This design comes from an exercise in tuning for small area on the open sky130 flow, not from production work.
RTL that was checked went through simulation tests only; none was proved equivalent to the original.
For run 3, only the layout was checked, not whether the RTL still works.
Power and IR drop assume default switching activity.

===== design.v =====
module Calculator2_0(clk, rst, col, btn, btnres, fil, Sseg, anodos);
	input clk;
	input rst;
	input [3:0] col;
	input btn;
	input btnres;
	output [3:0] fil;
	output [6:0] Sseg;
	output [7:0] anodos;
	reg [5:0] c50;       
	reg [2:0] m5;        
	reg [2:0] cb;        
	reg [1:0] r;         
	reg       fs;        
	wire tick = (c50 == 6'd49);
	wire rtick = (c50 == 6'd24) && (m5 == 3'b000) && cb[0];
	always @(posedge clk) begin
		if (rst) begin
			c50 <= 6'd25;
			m5 <= 3'b010;
			cb <= 3'd0;
			r <= 2'b10;
			fs <= 1'b0;
		end else begin
			c50 <= tick ? 6'd0 : c50 + 6'd1;
			if (tick) begin
				m5 <= {m5[1] & m5[0], m5[0], !m5[2]};
				cb <= cb + 3'd1;
			end
			if (rtick) begin
				r <= {r[0], !r[1]};
				fs <= 1'b1;
			end
		end
	end
	assign fil = {fs && r == 2'b00, fs && r == 2'b01, fs && r == 2'b11, fs && r == 2'b10};
	assign anodos = (m5 == 3'b010) ? 8'hFF : ~(8'd1 << cb);
	reg [3:0] tecla_q;
	reg [3:0] tecla;
	always @(*) begin
		tecla = tecla_q;
		if (col == 4'b1000 || col == 4'b0100 || col == 4'b0010 || col == 4'b0001) begin
			if (!fs) tecla = 4'd15;
			else case ({r, col})
				6'b00_1000: tecla = 4'd15;
				6'b00_0100: tecla = 4'd0;
				6'b00_0010: tecla = 4'd14;
				6'b00_0001: tecla = 4'd13;
				6'b01_1000: tecla = 4'd1;
				6'b01_0100: tecla = 4'd2;
				6'b01_0010: tecla = 4'd3;
				6'b01_0001: tecla = 4'd10;
				6'b11_1000: tecla = 4'd4;
				6'b11_0100: tecla = 4'd5;
				6'b11_0010: tecla = 4'd6;
				6'b11_0001: tecla = 4'd11;
				6'b10_1000: tecla = 4'd7;
				6'b10_0100: tecla = 4'd8;
				6'b10_0010: tecla = 4'd9;
				default:    tecla = 4'd12;
			endcase
		end
	end
	always @(posedge clk) begin
		if (rst) tecla_q <= 4'd15;
		else tecla_q <= tecla;
	end
	reg [3:0] D0, D1, D2, D3, D4, D5, D6, D7;
	reg F0, F2, F3, F4;       
	reg estado, btnON, btnresON;
	reg [2:0] q;              
	reg [4:0] oc;             
	wire tog = tick && !btnres && !btnresON;
	wire est_n = estado ^ tog;
	wire adv = !btn && !btnON;
	wire [2:0] q_n = q - {2'b0, adv};
	wire ewr = tick && !est_n;    
	reg [3:0] a2, a1, a0, b2, b1, b0;
	reg [1:0] oper;
	reg sig1;
	wire run = estado && !tick;
	wire [1:0] g = c50[5:4];
	wire [3:0] k = c50[3:0];
	wire s_clr = run && (c50 == 6'd0);
	wire s_slot = run && (k != 4'd0) && (k <= 4'd9) && (g != 2'd3);
	wire s_fin = run && (c50 == 6'd48);
	wire mul = (oper == 2'd2);
	wire dv = (oper == 2'd3);
	wire sub = !oper[1] && (oper[0] ^ sig1);
	wire add = !oper[1] && !(oper[0] ^ sig1);
	wire fail = !D7[2];           
	wire ph2 = run && sub && fail && (g == 2'd2) && (k >= 4'd4) && (k <= 4'd6);   
	wire s_sh = run && (((k == 4'd0) && (g == 2'd1 || g == 2'd2)) || ph2);
	wire s_rot = run && dv && (g == 2'd2) && (k >= 4'd10) && (k <= 4'd12);
	wire s33 = run && (c50 == 6'd33);
	wire s39 = run && (c50 == 6'd39);
	reg [3:0] Y;
	always @(*) begin
		case (ph2 ? c50[1:0] : g)
			2'd0: Y = a2;
			2'd1: Y = a1;
			default: Y = a0;
		endcase
	end
	wire [3:0] ins = mul ? 4'd0 : (sub && (sig1 ^ ph2)) ? c9(Y) : Y;
	wire subt = dv || sub;        
	wire cmpb = dv || (sub && (s33 ^ sig1));     
	wire en = (mul && s_slot && (k <= Y)) || (dv && s_slot) || (add && s33) ||
	          (sub && (s33 || (s39 && fail)));
	function [4:0] bcdadd;
		input [3:0] x;
		input [3:0] y;
		input c;
		reg [4:0] k;
		reg [3:0] t;
		reg co;
		integer j;
		begin
			k[0] = c;
			for (j = 0; j < 4; j = j + 1) begin
				t[j] = x[j] ^ y[j] ^ k[j];
				k[j+1] = (x[j] & y[j]) | (x[j] & k[j]) | (y[j] & k[j]);
			end
			co = k[4] | (t[3] & (t[2] | t[1]));
			bcdadd = {co, t[3] ^ (co & (t[2] | t[1])), t[2] ^ (co & ~t[1]), t[1] ^ co, t[0]};
		end
	endfunction
	function [4:0] bcdinc;
		input [3:0] x;
		input c;
		begin
			if (!c) bcdinc = {1'b0, x};
			else if (x == 4'd9) bcdinc = 5'b10000;
			else bcdinc = {1'b0, x + 4'd1};
		end
	endfunction
	function [3:0] c9;
		input [3:0] x;
		begin
			c9 = {~(x[3] | x[2] | x[1]), x[2] ^ x[1], x[1], ~x[0]};
		end
	endfunction
	wire [3:0] U0 = D0;
	wire [3:0] U1 = D1;
	wire [3:0] U2 = D2;
	wire [3:0] V0 = cmpb ? c9(b0) : b0;
	wire [3:0] V1 = cmpb ? c9(b1) : b1;
	wire [3:0] V2 = cmpb ? c9(b2) : b2;
	wire [4:0] S0 = bcdadd(U0, V0, subt);
	wire [4:0] S1 = bcdadd(U1, V1, S0[4]);
	wire [4:0] S2 = bcdadd(U2, V2, S1[4]);
	wire c3 = S2[4];
	wire [3:0] D3m = (D3 == 4'd0) ? 4'd9 : D3 - 4'd1;
	wire [4:0] S3 = subt ? {c3 | (D3 != 4'd0), c3 ? D3 : D3m} : bcdinc(D3, c3);
	wire c4 = S3[4];              
	wire [4:0] S4 = bcdinc(D4, c4);
	wire [4:0] S5 = bcdinc(D5, S4[4]);
	wire wr = en && (!subt || S3[4] || (sub && s39));
	wire err = dv && ((D3 != 4'd0) || (D4 != 4'd0) || (D5 != 4'd0) || ({b2, b1, b0} == 12'd0));
	wire neg_fin = sub ? fail : (sig1 && !err);
	wire ld = !rst && (s_clr || s_sh || s_rot);      
	wire sh = !rst && (s_sh || s_rot);
	wire w = !rst && wr;
	wire fin = !rst && s_fin;
	wire s7 = !rst && sub && s33;
	wire [7:0] e = {8{ewr && !rst}} & (8'd1 << q_n);
	wire [3:0] din0 = s_rot ? D6 : ins;
	wire [7:0] hold;
	assign hold[0] = !(rst || e[0] || ld || w || (fin && err));
	assign hold[1] = !(rst || e[1] || ld || w || (fin && err));
	assign hold[2] = !(rst || e[2] || ld || w || (fin && err));
	assign hold[3] = !(rst || e[3] || ld || w || (fin && (err || sub)));
	assign hold[4] = !(rst || e[4] || ld || w || (fin && (err || sub)));
	assign hold[5] = !(rst || e[5] || ld || w || (fin && (err || sub)));
	assign hold[6] = !(rst || e[6] || ld || fin);
	assign hold[7] = !(rst || e[7] || s7 || fin);
	wire ferr = fin && err;
	wire [3:0] D0n = ({4{hold[0]}} & D0) | ({4{e[0]}} & tecla) | ({4{ld && !rst}} & din0) | ({4{w}} & S0[3:0]) | {4{rst || ferr}};
	wire [3:0] D1n = ({4{hold[1]}} & D1) | ({4{e[1]}} & tecla) | ({4{sh}} & D0) | ({4{w}} & S1[3:0]) | {4{rst}};
	wire [3:0] D2n = ({4{hold[2]}} & D2) | ({4{e[2]}} & tecla) | ({4{sh}} & D1) | ({4{w}} & S2[3:0]) | {4{rst || ferr}};
	wire [3:0] D3n = ({4{hold[3]}} & D3) | ({4{e[3]}} & tecla) | ({4{sh}} & D2) | ({4{w}} & S3[3:0]) | {4{rst || ferr}};
	wire [3:0] D4n = ({4{hold[4]}} & D4) | ({4{e[4]}} & tecla) | ({4{sh}} & D3) | ({4{w}} & S4[3:0]) | {{3{rst || ferr}}, rst};
	wire [3:0] D5n = ({4{hold[5]}} & D5) | ({4{e[5]}} & tecla) | ({4{sh}} & D4) | ({4{w}} & S5[3:0]) | {4{rst || ferr}};
	wire [3:0] D6n = ({4{hold[6]}} & D6) | ({4{e[6]}} & tecla) | ({4{sh}} & D5) |
	                 {rst || fin, rst || (fin && !neg_fin), rst || fin, rst || fin};
	wire [3:0] D7n = ({4{hold[7]}} & D7) | ({4{e[7]}} & tecla) |
	                 {rst || fin || s7, rst || fin || (s7 && S3[4]), rst || fin || s7, rst || fin || s7};
	always @(posedge clk) begin
		D0 <= D0n; D1 <= D1n; D2 <= D2n; D3 <= D3n;
		D4 <= D4n; D5 <= D5n; D6 <= D6n; D7 <= D7n;
		if (rst) begin
			F0 <= 1'b0; F2 <= 1'b0; F3 <= 1'b0; F4 <= 1'b0;
			estado <= 1'b0; btnON <= 1'b0; btnresON <= 1'b0;
			q <= 3'd7;
			oc <= 5'd15;
		end else begin
			if (tick) begin
				btnresON <= !btnres;
				estado <= est_n;
				case (cb)
					3'd7: oc <= {F0, D0};
					3'd0: oc <= {1'b0, D1};
					3'd1: oc <= {F2, D2};
					3'd2: oc <= {F3, D3};
					3'd3: oc <= {F4, D4};
					3'd4: oc <= {1'b0, D5};
					3'd5: oc <= {1'b0, D6};
					default: oc <= {1'b0, D7};
				endcase
			end
			if (ewr) begin
				btnON <= !btn;
				q <= q_n;
			end
			if (e[0]) F0 <= 1'b0;
			if (e[2]) F2 <= 1'b0;
			if (e[3]) F3 <= 1'b0;
			if (e[4]) F4 <= 1'b0;
			if (s_fin) begin
				F0 <= err; F2 <= err; F3 <= err; F4 <= err;
			end
		end
	end
	always @(posedge clk) begin
		if (rst) begin
			a2 <= 4'd0; a1 <= 4'd0; a0 <= 4'd0;
			b2 <= 4'd0; b1 <= 4'd0; b0 <= 4'd0;
			oper <= 2'd0; sig1 <= 1'b0;
		end else if (!estado) begin
			if (D6 <= 4'd9) a2 <= D6;
			if (D5 <= 4'd9) a1 <= D5;
			if (D4 <= 4'd9) a0 <= D4;
			if (D2 <= 4'd9) b2 <= D2;
			if (D1 <= 4'd9) b1 <= D1;
			if (D0 <= 4'd9) b0 <= D0;
			if (D3 >= 4'd10 && D3 <= 4'd13) oper <= D3[1:0] + 2'd2;
			sig1 <= (D7 != 4'd15);
		end
	end
	assign Sseg[6] = !(oc == 5'd0 || oc == 5'd2 || oc == 5'd3 || oc == 5'd5 || oc == 5'd6 || oc == 5'd7 || oc == 5'd8 || oc == 5'd9 || oc == 5'd30 || oc == 5'd31);
	assign Sseg[5] = !(oc == 5'd0 || oc == 5'd1 || oc == 5'd2 || oc == 5'd3 || oc == 5'd4 || oc == 5'd7 || oc == 5'd8 || oc == 5'd9 || oc == 5'd12 || oc == 5'd13);
	assign Sseg[4] = !(oc == 5'd0 || oc == 5'd1 || oc == 5'd3 || oc == 5'd4 || oc == 5'd5 || oc == 5'd6 || oc == 5'd7 || oc == 5'd8 || oc == 5'd9 || oc == 5'd10 || oc == 5'd12);
	assign Sseg[3] = !(oc == 5'd0 || oc == 5'd2 || oc == 5'd3 || oc == 5'd5 || oc == 5'd6 || oc == 5'd8 || oc == 5'd9 || oc == 5'd14 || oc == 5'd30 || oc == 5'd31);
	assign Sseg[2] = !(oc == 5'd0 || oc == 5'd2 || oc == 5'd6 || oc == 5'd8 || oc == 5'd12 || oc == 5'd13 || oc == 5'd30 || oc == 5'd31);
	assign Sseg[1] = !(oc == 5'd0 || oc == 5'd4 || oc == 5'd5 || oc == 5'd6 || oc == 5'd8 || oc == 5'd9 || oc == 5'd10 || oc == 5'd12 || oc == 5'd30 || oc == 5'd31);
	assign Sseg[0] = !(oc == 5'd2 || oc == 5'd3 || oc == 5'd4 || oc == 5'd5 || oc == 5'd6 || oc == 5'd8 || oc == 5'd9 || oc == 5'd10 || oc == 5'd11 || oc == 5'd12 || oc == 5'd14 || oc == 5'd30);
endmodule

===== flow/run.sh =====
#!/bin/bash
# Standard ORFS layout (the standard.sh) with these changes:
#  - synthesis: no adder extraction (ADDER_MAP_FILE empty), no Kogge-Stone carry map
#    (SYNTH_OPERATIONS_ARGS), and abc's area script replaced by flow/abc_area.script
#    (four rounds of deepsyn and area-only standard-cell mapping); the registers, their names and
#    cell types are those of the standard synthesis;
#  - the port buffers are sky130_fd_sc_hd__buf_1;
#  - clock tree from sky130_fd_sc_hd__clkbuf_8 only, without dummy loads.
# SCRIPTS_DIR points to a folder of links to ORFS's scripts, with abc_area.script replaced.
set -euo pipefail
HERE=$(pwd)
S=$HERE/scripts
rm -rf "$S"; mkdir -p "$S"
for f in "$FLOW_HOME"/scripts/*; do ln -s "$f" "$S/"; done
rm "$S/abc_area.script"; cp "$HERE/flow/abc_area.script" "$S/abc_area.script"
CTS="-repair_clock_nets -dont_use_dummy_load -buf_list sky130_fd_sc_hd__clkbuf_8"
BP="-buffer_cell sky130_fd_sc_hd__buf_1"
export SCRIPTS_DIR="$S" ADDER_MAP_FILE= ABC_AREA=1 SYNTH_OPERATIONS_ARGS=-noshare BUFFER_PORTS_ARGS="$BP" CTS_ARGS="$CTS"
bash standard.sh "SCRIPTS_DIR=$S" ADDER_MAP_FILE= ABC_AREA=1 SYNTH_OPERATIONS_ARGS=-noshare \
  "BUFFER_PORTS_ARGS=$BP" "CTS_ARGS=$CTS" finish > standard_flow.log 2>&1

===== flow/abc_area.script =====
strash
&get -n
&deepsyn -T 60 
&put
dch
amap
strash
&get -n
&deepsyn -T 60 
&put
dch
amap
strash
&get -n
&deepsyn -T 60 
&put
dch
amap
strash
&get -n
&deepsyn -T 60 
&put
dch
amap
topo

===== standard.sh =====
#!/bin/bash
# synth_recipe.tcl (not shown) runs the flow's synth.tcl, then flattens the netlist and writes it again
# the make line also repeats each setting of config.mk as NAME=value (left out here)
make -C /OpenROAD-flow-scripts/flow DESIGN_CONFIG=/design/flow/config.mk WORK_HOME=/design/flow/orfs CLKGATE_MAP_FILE= SYNTH_SCRIPT=/design/flow/synth_recipe.tcl "${@:-finish}"

===== config.mk =====
export PLATFORM = sky130hd
export DESIGN_NAME = Calculator2_0
export DESIGN_NICKNAME = Calculator2_0
export VERILOG_FILES = /design/flow/design.v
export SDC_FILE = /design/flow/constraint.sdc
export NUM_CORES = 4
export LEC_CHECK = 0
export ABC_AREA = 1
export CAP_MARGIN = 0
export CORE_MARGIN = 2
export CORE_UTILIZATION = 40
export GPL_TIMING_DRIVEN = 0
export SLEW_MARGIN = 0

===== constraint.sdc =====
create_clock -name core_clock -period 110.0 [get_ports {clk}]
set_input_delay 22.0000 -clock core_clock [delete_from_list [all_inputs] [get_ports {clk}]]
set_output_delay 22.0000 -clock core_clock [all_outputs]
set_load 0.01 [all_outputs]

==> results of run 1 <==
## layout make-up
class	count	area [um^2]	area share [%]
flip-flops and latches	93	1862	32.31
repair buffers	27	105.1	1.824
well taps	176	220.2	3.821
inverters	126	473.0	8.207
clock buffers	9	123.9	2.149
multi-input cells	551	2979	51.69
## state kept, by name, indices dropped and copies added, names as in the netlist, 4 cells and up
register,count
b1,4
a1,4
b2,4
D6,4
a2,4
D5,4
D0,4
D3,4
oc,5
D7,4
b0,4
c50,6
D1,4
D4,4
a0,4
tecla_q,4
D2,4
## where the power goes
group	internal (uW)	total, uW	switching [uW]
combinational	5.77	17.5	11.7
sequential	35.3	37.1	1.85
clock	7.35	18.9	11.5
## final timing paths
path | start | end | cells past startpoint
setup / recovery | rst | D3[2] | 11
hold / removal | c50[0] | c50[0] | 1
setup reg to reg | c50[2] | D4[3] | 46
hold reg to reg | c50[0] | c50[0] | 1
## cell families (layout without fill, tap and decap cells)
family / Yosys count / in the layout / synth area share [%]
AO/OA/AOI/OAI: 273 / 273 / 33.79
buffers and inverters: 126 / 162 / 8.900
AND/OR/NAND/NOR: 278 / 278 / 22.27
flip-flops: 93 / 93 / 35.04
## cell usage in the layout (no fill, tap or decap), drive strengths merged, types with 3 or more instances in the layout
| master | Yosys | final |
|---|---|---|
| nor2 | 142 | 142 |
| clkinv | 126 | 126 |
| dfxtp | 93 | 93 |
| o21ai | 68 | 68 |
| nand2 | 64 | 64 |
| o22ai | 53 | 53 |
| a21oi | 44 | 44 |
| buf | 0 | 27 |
| o221ai | 24 | 24 |
| nor3 | 17 | 17 |
| nand3 | 16 | 16 |
| or3 | 14 | 14 |
| a221oi | 11 | 11 |
| a211oi | 10 | 10 |
| a31oi | 10 | 10 |
| o32ai | 9 | 9 |
| clkbuf | 0 | 9 |
| o21a | 7 | 7 |
| nor4 | 7 | 7 |
| nor2b | 6 | 6 |
| or2 | 6 | 6 |
| o22a | 6 | 6 |
| o211ai | 4 | 4 |
| a22oi | 3 | 3 |
| nand2b | 3 | 3 |
| o221a | 3 | 3 |
## metal layers
layer | GRT usage (%) | vias to the layer above | wire length (um)
met5 | 0 | - | 0
met4 | 7.887 | 0 | 418
met1 | 32.47 | 2730 | 7931
met2 | 43.07 | 206 | 8628
met3 | 6.753 | 27 | 1212
li1 | - | 2878 | -
## worst max-delay path: stages
cell and delay [ps]:
buf_1 980, clkinv_1 1140, nand2_1 710, nor3_1 240
o21ai_0 320, nor2_1 110, a31oi_1 270, nor2b_1 210
o221ai_1 160, a311oi_1 340, o31ai_1 120
## stage by stage
stage               cells  total power, uW  hold WS, ps  setup slack (ps)
floorplan             770            50.23        399.1             85970
global placement      972            54.63        429.8             83360
detailed placement    973            54.98        440.6             83360
CTS                   982            73.41        457.2             83770
global route          982            76.99        471.9             83420
finish                982            73.50        455.6             83640
## synthesized netlist by cell type (2+ instances only)
library cell	n
o21ai_0	68
nor2_1	142
a31oi_1	10
a22oi_1	3
a311oi_1	2
o21a_1	7
a2111oi_0	2
nand2b_1	3
a221oi_1	11
or2_0	6
clkinv_1	126
a21oi_1	44
o31a_1	2
nand2_1	64
nor2b_1	6
o211ai_1	4
nor4_1	7
o2111ai_1	2
o22a_1	6
o32ai_1	9
dfxtp_1	93
o221a_1	3
nor3_1	17
o31ai_1	2
a32oi_1	2
nand4_1	2
a31o_1	2
a211oi_1	10
o221ai_1	24
nand3_1	16
or3_1	14
o22ai_1	53
==> run_results.csv, run 1 <==
group,metric,value,unit
layout,syn_to_final_growth,8.453,%
sta,setup-tns-final,0,ps
run_status,status,"complete, no violations",
floorplanning,rows,42,
global_route,antenna_found_initial,0,
synth,synth_fp_nets,778,
sta,hold_viol,0,
sta,maxSlewHeadroom,8.040,%
floorplanning,die_area,14220,um^2
floorplanning,die_h,119.3,um
clocking,numCtsBuffers,9,
placement,port_buffers,26,
synth,ys.flop_type,"dfxtp_1",
route,wirelength,18.19,mm
worst_hold_path,hold_path.class,"reg2reg",
global_route,gr-total-overflow,0,
sta,timing.final.max_slew_violations,0,
sta,skew,16.24,ps
global_route,grt_use_total,25.76,%
power_and_ir_drop,p_per_area,12.75,nW/um^2
clocking,cts_sinks,93,
power_and_ir_drop,vdd_ir_drop_max,0.009833,mV
critical_path,worstPathRequired,110260,ps
placement,placed_cell_area,5639,um^2
synth,yosysSeqAreaShare,35.04,%
synth,yosys.area.top_type,"dfxtp_1",
layout,final_area,5763,um^2
layout,fin_nets,816,
synth,syn_inst,770,
floorplanning,start_util,40.61,%
synth,async_flop_share,0,%
clocking,clock_path_buffers,2,
synth,avgSynthCellArea,6.901,um^2
clocking,ctsResizeCount,0,
clocking,htreeDepth,3,
synth,synthesis.area,5314,um^2
clocking,clk_latency,390,ps
placement,hpwlAfterDp,14.10,mm
clocking,cts_setup_buffers,0,
route,drt-vias-per-instance,5.948,
layout,drive_above_1_share,1.241,%
route,routedWlPerCell,18.52,um
power_and_ir_drop,cellLeakagePower,0.001911,uW
layout,fin_util,44.04,%
floorplanning,core_area,13090,um^2
critical_path,worstPathArrival,26620,ps
layout,n_antenna_cell,0,
sta,worst_slew_pin_slew,1379,ps
sta,grt_setup_unrepaired,"false",
sta,max_freq,37.93,MHz
clocking,cts_tree,"yes",
synth,ys_ff_latch,93,
sta,finalCriticalPeriod,26360,ps
critical_path,end_kind,"flop",
global_route,grt_pass1_vias,5516,
flow_run,cap_violations,0,
synth,netlist_top_cells_area,"dfxtp_1 35%, nor2_1 10%, clkinv_1 8.9%, o21ai_0 6.4%, o22ai_1 6.2%",
clocking,root_buffer,"clkbuf_8",
clocking,postCtsHoldBufs,0,
critical_path,setup.worst_path.class,"in2reg",
floorplanning,num_io_pins,27,
route,vias,5841,
synth,ys_types,40,
critical_path,reg2reg_slack,100340,ps
global_route,grt_max_degree,25,
critical_path,cp_max_fo,24,
synth,synth_top_cell_area_share,35.04,%
sta,finalCritPeriodShare,23.97,%
sta,finalSetupViolations,0,
route,drt_iter0_drc,423,
placement,place.gp.congestion,0.9502,
route,ant_nets,0,
route,drc,0,
synth,synth_edf_count,0,
clocking,clkSlewWorstSetupHoldPaths,80,ps
route,first_pass_iters,5,
layout,fillers,1374,
synth,ys_warn_count,1,
global_route,grt_pass1_wl,28.64,mm
floorplanning,die_w,119.3,um
critical_path,start_kind,"primary input",
==> inputs of run 2 (changes only) <==
--- a/flow/run.sh
+++ b/flow/run.sh
@@ -13,7 +13,7 @@
 rm -rf "$S"; mkdir -p "$S"
 for f in "$FLOW_HOME"/scripts/*; do ln -s "$f" "$S/"; done
 rm "$S/abc_area.script"; cp "$HERE/flow/abc_area.script" "$S/abc_area.script"
-CTS="-repair_clock_nets -dont_use_dummy_load -buf_list sky130_fd_sc_hd__clkbuf_8"
+CTS="-sink_clustering_enable -repair_clock_nets -dont_use_dummy_load -buf_list sky130_fd_sc_hd__clkbuf_8 -sink_clustering_size 30 -sink_clustering_max_diameter 400 -sink_clustering_levels 1"
 BP="-buffer_cell sky130_fd_sc_hd__buf_1"
 export SCRIPTS_DIR="$S" ADDER_MAP_FILE= ABC_AREA=1 SYNTH_OPERATIONS_ARGS=-noshare BUFFER_PORTS_ARGS="$BP" CTS_ARGS="$CTS"
 bash standard.sh "SCRIPTS_DIR=$S" ADDER_MAP_FILE= ABC_AREA=1 SYNTH_OPERATIONS_ARGS=-noshare \
==> run 2 against run 1 <==
  * Still clean on timing, DRC and antenna
  * Clock power hardly changed
  * Global-route usage stayed put
  * Core utilization stayed put
  * Critical path depth stayed put
  * Via count stayed put
  * Routed wire length stayed put
==> run_results.csv, run 2 <==
group,metric,value,unit
floorplanning,die_w,119.3,um
placement,hpwlAfterDp,14.10,mm
global_route,grt_pass1_wl,28.64,mm
placement,place.gp.congestion,0.9502,
clocking,root_buffer,"clkbuf_8",
synth,synth_fp_nets,778,
critical_path,start_kind,"primary input",
route,first_pass_iters,5,
sta,timing.final.max_slew_violations,0,
layout,regMostFlops,"c50",
synth,ys_warn_count,1,
critical_path,worstPathArrival,26620,ps
worst_hold_path,hold_path.class,"reg2reg",
layout,finalNonFillerCells,982,
synth,synth_simple_gate_area_share,22.27,%
placement,placed_cell_area,5639,um^2
clocking,numCtsBuffers,9,
clocking,cts_sinks,93,
global_route,grt_max_degree,25,
critical_path,cp.depth,11,
sta,finalCriticalPeriod,26360,ps
global_route,grt_use_total,25.76,%
synth,avgSynthCellArea,6.901,um^2
clocking,clock_path_buffers,2,
critical_path,max_stage_delay,1140,ps
global_route,gr-total-overflow,0,
layout,drive_above_1_share,1.241,%
clocking,htreeDepth,3,
worst_hold_path,hold_depth,1,
clocking,clk_latency,390,ps
synth,syn_inst,770,
layout,n_antenna_cell,0,
synth,synth_top_cell_area_share,35.04,%
sta,finalSetupViolations,0,
sta,setup-tns-final,0,ps
global_route,antenna_found_initial,0,
synth,synth-compound-area-share,33.79,%
critical_path,reg2reg_slack,100340,ps
placement,port_buffers,26,
layout,largest_reg_flops,6,
global_route,grt_pass1_vias,5516,
layout,final_common_cell,"nor2_1",
critical_path,end_kind,"flop",
synth,synthesis.area,5314,um^2
synth,netlist_top_cells_area,"dfxtp_1 35%, nor2_1 10%, clkinv_1 8.9%, o21ai_0 6.4%, o22ai_1 6.2%",
synth,synth_xor_area_share,0,%
sta,hold_viol,0,
run_status,status,"complete, no violations",
floorplanning,start_util,40.61,%
layout,fin_nets,816,
critical_path,crit_family,"buffers and inverters",
power_and_ir_drop,p_per_area,12.75,nW/um^2
layout,top_regs,"c50 x6, oc x5",
layout,most-common-layout-cells,"142 x nor2_1, 126 x clkinv_1, 93 x dfxtp_1, 66 x o21ai_0, 64 x nand2_1",
sta,maxSlewHeadroom,8.040,%
layout,register_area,1862,um^2
layout,fillers,1374,
layout,multiInputGateArea,2979,um^2
synth,synth_common_cells,"142 x nor2_1, 126 x clkinv_1, 93 x dfxtp_1, 68 x o21ai_0, 64 x nand2_1",
synth,yosys.area.top_type,"dfxtp_1",
power_and_ir_drop,vdd_ir_drop_max,0.009833,mV
sta,grt_setup_unrepaired,"false",
route,vias,5841,
critical_path,regToRegEndpoint,"D4[3]",
floorplanning,num_io_pins,27,
flow_run,cap_violations,0,
critical_path,cp_max_fo,24,
clocking,cts_setup_buffers,0,
sta,finalCritPeriodShare,23.97,%
synth,async_flop_share,0,%
synth,ys.flop_type,"dfxtp_1",
worst_hold_path,min_from,"c50[0]",
synth,yosysSeqAreaShare,35.04,%
synth,yosys.area_share.adder,0,%
placement,dp_cells,973,
route,ant_nets,0,
synth,synth_edf_count,0,
clocking,cts_tree,"yes",
route,drt-vias-per-instance,5.948,
route,drt_iter0_drc,423,
route,drc,0,
critical_path,worstPathRequired,110260,ps
clocking,ctsResizeCount,0,
layout,final_area,5763,um^2
route,routedWlPerCell,18.52,um
floorplanning,die_h,119.3,um
floorplanning,core_area,13090,um^2
critical_path,crit_chain,"buf_1 -> clkinv_1 -> nand2_1 -> nor3_1 -> o21ai_0 -> nor2_1 -> a31oi_1 -> nor2b_1 -> o221ai_1 -> a311oi_1 -> o31ai_1",
critical_path,cp_slowest_cell,"clkinv_1",
critical_path,setup.worst_path.class,"in2reg",
sta,skew,16.24,ps
critical_path,r2r.worst_path.cells,46,
synth,synth.most_common_cell,"nor2_1",
power_and_ir_drop,total_power,73.50,uW
synth,synth_top_family_by_area,"compound AO/OA/AOI/OAI gates",
clocking,clkSlewWorstSetupHoldPaths,80,ps
floorplanning,rows,42,
route,wirelength,18.19,mm
floorplanning,die_area,14220,um^2
synth,ys_types,40,
critical_path,crit_buf_inv,2,
critical_path,r2r-start,"c50[2]",
sta,worst_slew_pin_slew,1379,ps
synth,ys_ff_latch,93,
worst_hold_path,min_delay_worst_endpoint,"c50[0]",
layout,syn_to_final_growth,8.453,%
clocking,postCtsHoldBufs,0,
sta,max_freq,37.93,MHz
power_and_ir_drop,cellLeakagePower,0.001911,uW
synth,synthMuxAreaShare,0,%
-- run 2: cell counts in the layout (fill, tap and decap cells not counted) --
Identical to the previous run, type by type.
-- run 2: metrics by stage --
stage,hold slack [ps],util (%),setup WS (ps)
3_5_place_dp,440.6,43.10,83360
2_1_floorplan,399.1,-,85970
4_1_cts,457.2,44.04,83770
3_3_place_gp,429.8,43.04,83360
5_1_grt,471.9,44.04,83420
6_report,455.6,44.04,83640
-- run 2: area by class of cell --
cell class | count | share of cell area, %
Multi-Input combinational cell | 551 | 51.69
Clock buffer | 9 | 2.149
Timing Repair Buffer | 27 | 1.824
Tap cell | 176 | 3.821
Sequential cell | 93 | 32.31
Inverter | 126 | 8.207
-- run 2: kinds of logic after synthesis --
family | Yosys count
simple gates | 278
compound gates | 273
buf+inv | 126
flops | 93
-- run 2: report_power, final --
| group | switching (uW) | internal [uW] |
|---|---|---|
| Combinational | 11.7 | 5.77 |
| Sequential | 1.85 | 35.3 |
| Clock | 11.5 | 7.35 |
-- run 2: how the worst max path moves through the flow --
stage               endpoint  slack [ps]  from
global route           D3[2]       83420   rst
detailed placement     D3[2]       83360   rst
CTS                    D3[2]       83770   rst
finish                 D3[2]       83640   rst
global placement       D3[2]       83360   rst
floorplan              D3[2]       85970   rst
-- run 2: worst reg2reg max path, delay by kind of cell (launching register included) --
kind / cells / cell delay, ps
buf+inv: 7 / 1270
simple gates: 17 / 2930
flops: 1 / 440
compound gates: 22 / 4880
-- run 2: routing by layer --
layer	up-vias	global-route usage, %	share of wire [%]
li1	2878	-	-
met1	2730	32.47	44
met2	206	43.07	47
met3	27	6.753	6.7
met4	0	7.887	2.3
met5	-	0	0
==> inputs of run 3 (changes only) <==
--- a/design.v
+++ b/design.v
@@ -13,18 +13,18 @@
 	reg [1:0] r;         
 	reg       fs;        
 	wire tick = (c50 == 6'd49);
-	wire rtick = (c50 == 6'd24) && (m5 == 3'b000) && cb[0];
+	wire rtick = (c50 == 6'd24) && (m5 == 3'd0) && cb[0];
 	always @(posedge clk) begin
 		if (rst) begin
 			c50 <= 6'd25;
-			m5 <= 3'b010;
+			m5 <= 3'd7;
 			cb <= 3'd0;
 			r <= 2'b10;
 			fs <= 1'b0;
 		end else begin
 			c50 <= tick ? 6'd0 : c50 + 6'd1;
 			if (tick) begin
-				m5 <= {m5[1] & m5[0], m5[0], !m5[2]};
+				m5 <= (m5 == 3'd4) ? 3'd0 : (m5 == 3'd7) ? 3'd1 : m5 + 3'd1;
 				cb <= cb + 3'd1;
 			end
 			if (rtick) begin
@@ -34,7 +34,7 @@
 		end
 	end
 	assign fil = {fs && r == 2'b00, fs && r == 2'b01, fs && r == 2'b11, fs && r == 2'b10};
-	assign anodos = (m5 == 3'b010) ? 8'hFF : ~(8'd1 << cb);
+	assign anodos = (m5 == 3'd7) ? 8'hFF : ~(8'd1 << cb);
 	reg [3:0] tecla_q;
 	reg [3:0] tecla;
 	always @(*) begin
@@ -152,7 +152,7 @@
 	wire c3 = S2[4];
 	wire [3:0] D3m = (D3 == 4'd0) ? 4'd9 : D3 - 4'd1;
 	wire [4:0] S3 = subt ? {c3 | (D3 != 4'd0), c3 ? D3 : D3m} : bcdinc(D3, c3);
-	wire c4 = S3[4];              
+	wire c4 = S3[4] && !sub;
 	wire [4:0] S4 = bcdinc(D4, c4);
 	wire [4:0] S5 = bcdinc(D5, S4[4]);
 	wire wr = en && (!subt || S3[4] || (sub && s39));
@@ -237,11 +237,13 @@
 			sig1 <= (D7 != 4'd15);
 		end
 	end
-	assign Sseg[6] = !(oc == 5'd0 || oc == 5'd2 || oc == 5'd3 || oc == 5'd5 || oc == 5'd6 || oc == 5'd7 || oc == 5'd8 || oc == 5'd9 || oc == 5'd30 || oc == 5'd31);
-	assign Sseg[5] = !(oc == 5'd0 || oc == 5'd1 || oc == 5'd2 || oc == 5'd3 || oc == 5'd4 || oc == 5'd7 || oc == 5'd8 || oc == 5'd9 || oc == 5'd12 || oc == 5'd13);
-	assign Sseg[4] = !(oc == 5'd0 || oc == 5'd1 || oc == 5'd3 || oc == 5'd4 || oc == 5'd5 || oc == 5'd6 || oc == 5'd7 || oc == 5'd8 || oc == 5'd9 || oc == 5'd10 || oc == 5'd12);
-	assign Sseg[3] = !(oc == 5'd0 || oc == 5'd2 || oc == 5'd3 || oc == 5'd5 || oc == 5'd6 || oc == 5'd8 || oc == 5'd9 || oc == 5'd14 || oc == 5'd30 || oc == 5'd31);
-	assign Sseg[2] = !(oc == 5'd0 || oc == 5'd2 || oc == 5'd6 || oc == 5'd8 || oc == 5'd12 || oc == 5'd13 || oc == 5'd30 || oc == 5'd31);
-	assign Sseg[1] = !(oc == 5'd0 || oc == 5'd4 || oc == 5'd5 || oc == 5'd6 || oc == 5'd8 || oc == 5'd9 || oc == 5'd10 || oc == 5'd12 || oc == 5'd30 || oc == 5'd31);
-	assign Sseg[0] = !(oc == 5'd2 || oc == 5'd3 || oc == 5'd4 || oc == 5'd5 || oc == 5'd6 || oc == 5'd8 || oc == 5'd9 || oc == 5'd10 || oc == 5'd11 || oc == 5'd12 || oc == 5'd14 || oc == 5'd30);
+	wire [111:0] SEGTAB = 112'b1111111111011010110111001000111111011011000000100000000000011110100000010010010011000000110001001010011110000001;
+	reg [6:0] seg16;
+	integer si;
+	always @(*) begin
+		seg16 = 7'b1111111;
+		for (si = 0; si < 16; si = si + 1)
+			if (oc[3:0] == si) seg16 = SEGTAB[si*7 +: 7];
+	end
+	assign Sseg = oc[4] ? (oc[0] ? 7'b0110001 : 7'b0110000) : seg16;
 endmodule
==> flow/run.sh (replaced) <==
#!/bin/bash
# Standard ORFS layout (the standard.sh) with these changes:
#  - synthesis: no adder extraction (ADDER_MAP_FILE empty), no Kogge-Stone carry map
#    (SYNTH_OPERATIONS_ARGS), and abc's area script replaced by flow/abc_area.script
#    (deepsyn, then area-only standard-cell mapping); the registers, their names and
#    cell types are those of the standard synthesis;
#  - the port buffers are sky130_fd_sc_hd__buf_1;
#  - clock tree from sky130_fd_sc_hd__clkbuf_8 only, without dummy loads.
# SCRIPTS_DIR points to a folder of links to ORFS's scripts, with abc_area.script replaced.
set -euo pipefail
HERE=$(pwd)
S=$HERE/scripts
rm -rf "$S"; mkdir -p "$S"
for f in "$FLOW_HOME"/scripts/*; do ln -s "$f" "$S/"; done
rm "$S/abc_area.script"; cp "$HERE/flow/abc_area.script" "$S/abc_area.script"
CTS="-sink_clustering_enable -repair_clock_nets -dont_use_dummy_load -buf_list sky130_fd_sc_hd__clkbuf_8"
BP="-buffer_cell sky130_fd_sc_hd__buf_1"
export SCRIPTS_DIR="$S" ADDER_MAP_FILE= ABC_AREA=1 SYNTH_OPERATIONS_ARGS=-noshare BUFFER_PORTS_ARGS="$BP" CTS_ARGS="$CTS"
bash standard.sh "SCRIPTS_DIR=$S" ADDER_MAP_FILE= ABC_AREA=1 SYNTH_OPERATIONS_ARGS=-noshare \
  "BUFFER_PORTS_ARGS=$BP" "CTS_ARGS=$CTS" finish > standard_flow.log 2>&1
==> flow/abc_area.script (replaced) <==
strash
&get -n
&deepsyn -T 120
&put
dch
amap
topo
--- a/config.mk
+++ b/config.mk
@@ -6,8 +6,7 @@
 export NUM_CORES = 4
 export LEC_CHECK = 0
 export ABC_AREA = 1
-export CAP_MARGIN = 0
+export CAP_MARGIN = 20
 export CORE_MARGIN = 2
 export CORE_UTILIZATION = 40
-export GPL_TIMING_DRIVEN = 0
-export SLEW_MARGIN = 0
+export SLEW_MARGIN = 20
==> run 3 against run 2 <==
  * Routed wire length increased by 3.7%
  * Still clean
  * Fmax increased by 5.6%
  * Worst hold slack got worse by 2.4 ps
  * Global-route usage increased by 0.80 points
  * Worst setup slack improved by 1400 ps
  * Critical endpoint is now D4[2]
  * Register-to-register slack got worse by 580 ps
  * Critical path type unchanged
==> run_results.csv, run 3 <==
group,metric,value,unit
run_status,status,"complete, no violations",
floorplanning,num_io_pins,27,
critical_path,r2r.worst_path.cells,40,
layout,top_regs,"c50 x6, oc x5",
power_and_ir_drop,cellLeakagePower,0.001950,uW
layout,most-common-layout-cells,"135 x clkinv_1, 131 x nor2_1, 93 x dfxtp_1, 70 x o21ai_0, 60 x nand2_1",
sta,max_freq,40.05,MHz
critical_path,crit_path_end,"D4[2]",
synth,avgSynthCellArea,6.916,um^2
power_and_ir_drop,p_per_area,10.50,nW/um^2
synth,yosys.area.top_type,"dfxtp_1",
placement,port_buffers,26,
layout,final_area,5854,um^2
synth,syn_inst,775,
synth,synth_common_cells,"135 x clkinv_1, 131 x nor2_1, 93 x dfxtp_1, 71 x o21ai_0, 60 x nand2_1",
critical_path,regToRegEndpoint,"D4[3]",
route,drt_iter0_drc,475,
floorplanning,start_util,40.64,%
flow_run,cap_violations,0,
clocking,cts_tree,"yes",
clocking,root_buffer,"clkbuf_8",
power_and_ir_drop,clkPwrFrac,31.1,%
synth,async_flop_share,0,%
global_route,grt_use_total,26.56,%
sta,hold_viol,0,
sta,finalCriticalPeriod,24970,ps
clocking,clkSlewWorstSetupHoldPaths,90,ps
global_route,grt_pass1_wl,29.48,mm
clocking,ctsResizeCount,0,
power_and_ir_drop,power.net_switching,17.45,uW
route,first_pass_iters,5,
floorplanning,die_h,119.8,um
layout,drive_above_1_share,1.958,%
power_and_ir_drop,switching_share,28.39,%
critical_path,setup.worst_path.class,"in2reg",
global_route,grt_pass1_vias,5481,
synth,ys.flop_type,"dfxtp_1",
layout,syn_to_final_growth,9.220,%
clocking,cts_setup_buffers,0,
floorplanning,die_area,14340,um^2
route,routedWlPerCell,18.99,um
layout,regMostFlops,"c50",
clocking,numCtsBuffers,9,
placement,placed_cell_area,5731,um^2
route,vias,6069,
floorplanning,core_area,13190,um^2
critical_path,crit_start,"btnres",
clocking,postCtsHoldBufs,0,
critical_path,start_kind,"primary input",
critical_path,end_kind,"flop",
power_and_ir_drop,total_power,61.47,uW
power_and_ir_drop,power_frac_seq,57.0,%
synth,synth_edf_count,0,
global_route,antenna_found_initial,0,
route,ant_nets,0,
synth,synth.most_common_cell,"clkinv_1",
synth,synth_top_cell_area_share,34.73,%
synth,ys_warn_count,1,
route,drt-vias-per-instance,6.112,
sta,maxSlewHeadroom,27.61,%
synth,netlist_top_cells_area,"dfxtp_1 35%, clkinv_1 9.5%, nor2_1 9.2%, o21ai_0 6.6%, o22ai_1 5.4%",
synth,ys_ff_latch,93,
layout,fin_nets,827,
critical_path,cp_max_fo,6,
synth,synth_fp_nets,783,
critical_path,r2r-start,"estado",
synth,ys_types,41,
layout,multiInputGateArea,2992,um^2
sta,timing.final.max_slew_violations,0,
global_route,gr-total-overflow,0,
layout,final_common_cell,"clkinv_1",
power_and_ir_drop,vdd_ir_drop_max,0.004620,mV
worst_hold_path,hold_path.class,"reg2reg",
sta,finalCritPeriodShare,22.70,%
power_and_ir_drop,p_int,44.02,uW
power_and_ir_drop,combPwrFrac,11.9,%
sta,grt_setup_unrepaired,"false",
sta,setup-tns-final,0,ps
floorplanning,rows,42,
layout,n_antenna_cell,0,
critical_path,worstPathArrival,25230,ps
sta,finalSetupViolations,0,
global_route,grt_max_degree,28,
placement,place.gp.congestion,1.000,
sta,skew,30.64,ps
layout,largest_reg_flops,6,
synth,synthesis.area,5360,um^2
critical_path,reg2reg_slack,99760,ps
critical_path,worstPathRequired,110270,ps
placement,hpwlAfterDp,14.38,mm
layout,register_area,1862,um^2
layout,fillers,1393,
clocking,htreeDepth,3,
route,wirelength,18.86,mm
synth,yosysSeqAreaShare,34.73,%
clocking,clk_latency,400,ps
route,drc,0,
clocking,clock_path_buffers,2,
clocking,cts_sinks,93,
sta,worst_slew_pin_slew,1086,ps
floorplanning,die_w,119.8,um
run 3: cell types whose count changed after synthesis, moves of 5 or more:
| cell | before | now |
|---|---|---|
| clkinv_1 | 126 | 135 |
| o22ai_1 | 53 | 46 |
| nor3_1 | 17 | 32 |
| a211oi_1 | 10 | 5 |
| nor2_1 | 142 | 131 |
| o221ai_1 | 24 | 31 |
run 3: worst min-delay path by stage:
stage          startpoint     end  slack [ps]  depth (start not counted)
5_1_grt            c50[0]  c50[0]         490                          1
2_1_floorplan      c50[0]  c50[0]         400                          1
3_5_place_dp       c50[0]  c50[0]         430                          1
6_report           c50[0]  c50[0]         450                          1
4_1_cts            c50[0]  c50[0]         450                          1
3_3_place_gp       c50[0]  c50[0]         430                          1
run 3: kinds of logic (layout without fill, tap and decap cells):
family                    count (synthesis)  count (layout)  synth area share, %
and+or+nand+nor                         279             279                22.74
DFF                                      93              93                34.73
xor gates and xnor gates                  2               2               0.3269
buffers and inverters                   135             177                9.454
AOI/OAI and AO/OA                       266             266                32.75
run 3: cell type report:
cell class	instances	area share, %
Clock buffer	9	2.116
Timing Repair Buffer	33	2.565
Sequential cell	93	31.80
Inverter	135	8.656
Multi-Input combinational cell	547	51.10
Tap cell	176	3.761
run 3: worst max-delay path, cell delays in order:
cell	delay, ps
buf_1	80
nor2_1	120
nor2_1	60
a211oi_1	530
clkinv_1	270
or3_1	430
nand2_1	110
o21ai_0	220
nor3_1	480
o22ai_1	200
a31oi_1	270
a21oi_1	60
or4_1	390
run 3: per-layer routing:
layer	vias to the layer above	share of wire [%]	track usage (%)
li1	2913	-	-
met1	2865	45	36.73
met2	255	44	41.07
met3	36	7.4	4.895
met4	0	2.7	10.29
met5	-	0	0
run 3: power by group through the flow:
stage	Clock [uW]	Sequential, uW	Combinational [uW]
floorplan	0	35.6	4.96
global placement	0	35.8	7.11
detailed placement	0	35.8	7.17
CTS	19.4	35.0	7.22
global route	20.8	35.1	8.14
finish	19.1	35.0	7.34
run 3: stage by stage:
| stage | setup WS (ps) | instances | util (%) | hold WS [ps] |
|---|---|---|---|---|
| 2_1_floorplan | 85300 | 775 | - | 403.9 |
| 3_3_place_gp | 84830 | 984 | 43.45 | 428.3 |
| 3_5_place_dp | 84700 | 984 | 43.45 | 431.8 |
| 4_1_cts | 85120 | 993 | 44.38 | 454.6 |
| 5_1_grt | 84680 | 993 | 44.38 | 490.8 |
| 6_report | 85030 | 993 | 44.38 | 453.2 |

[what the ideal ports hide]
In the flow no input, the clock included, has a driving cell. The finished layouts below were timed again as built, in two steps.
Step 1, drivers: a clkbuf_16 drives clk and a buf_2 each remaining input, both assumed.
Step 2 times the ports against the registers' clock, not the clock port: input delays grow and output delays shrink by t, the midpoint of the rising clock arrivals with the driver on.
a / b / c = ideal ports / drivers / drivers and shift; a / b = the first two.
run | t, ns | slack for setup (ns) | latest minus earliest clock arrival (ns) | slew at the worst register clock pin (ns) | pins driven straight from the clock port
run 1 | 0.423 | 83.638 / 83.645 / 83.222 | 0.017 / 0.017 | 0.09 / 0.09 | 1
run 2 | 0.423 | 83.638 / 83.645 / 83.222 | 0.017 / 0.017 | 0.09 / 0.09 | 1
run 3 | 0.423 | 85.032 / 85.051 / 84.627 | 0.030 / 0.031 | 0.10 / 0.10 | 1
After both steps setup and hold are still met in every run listed.
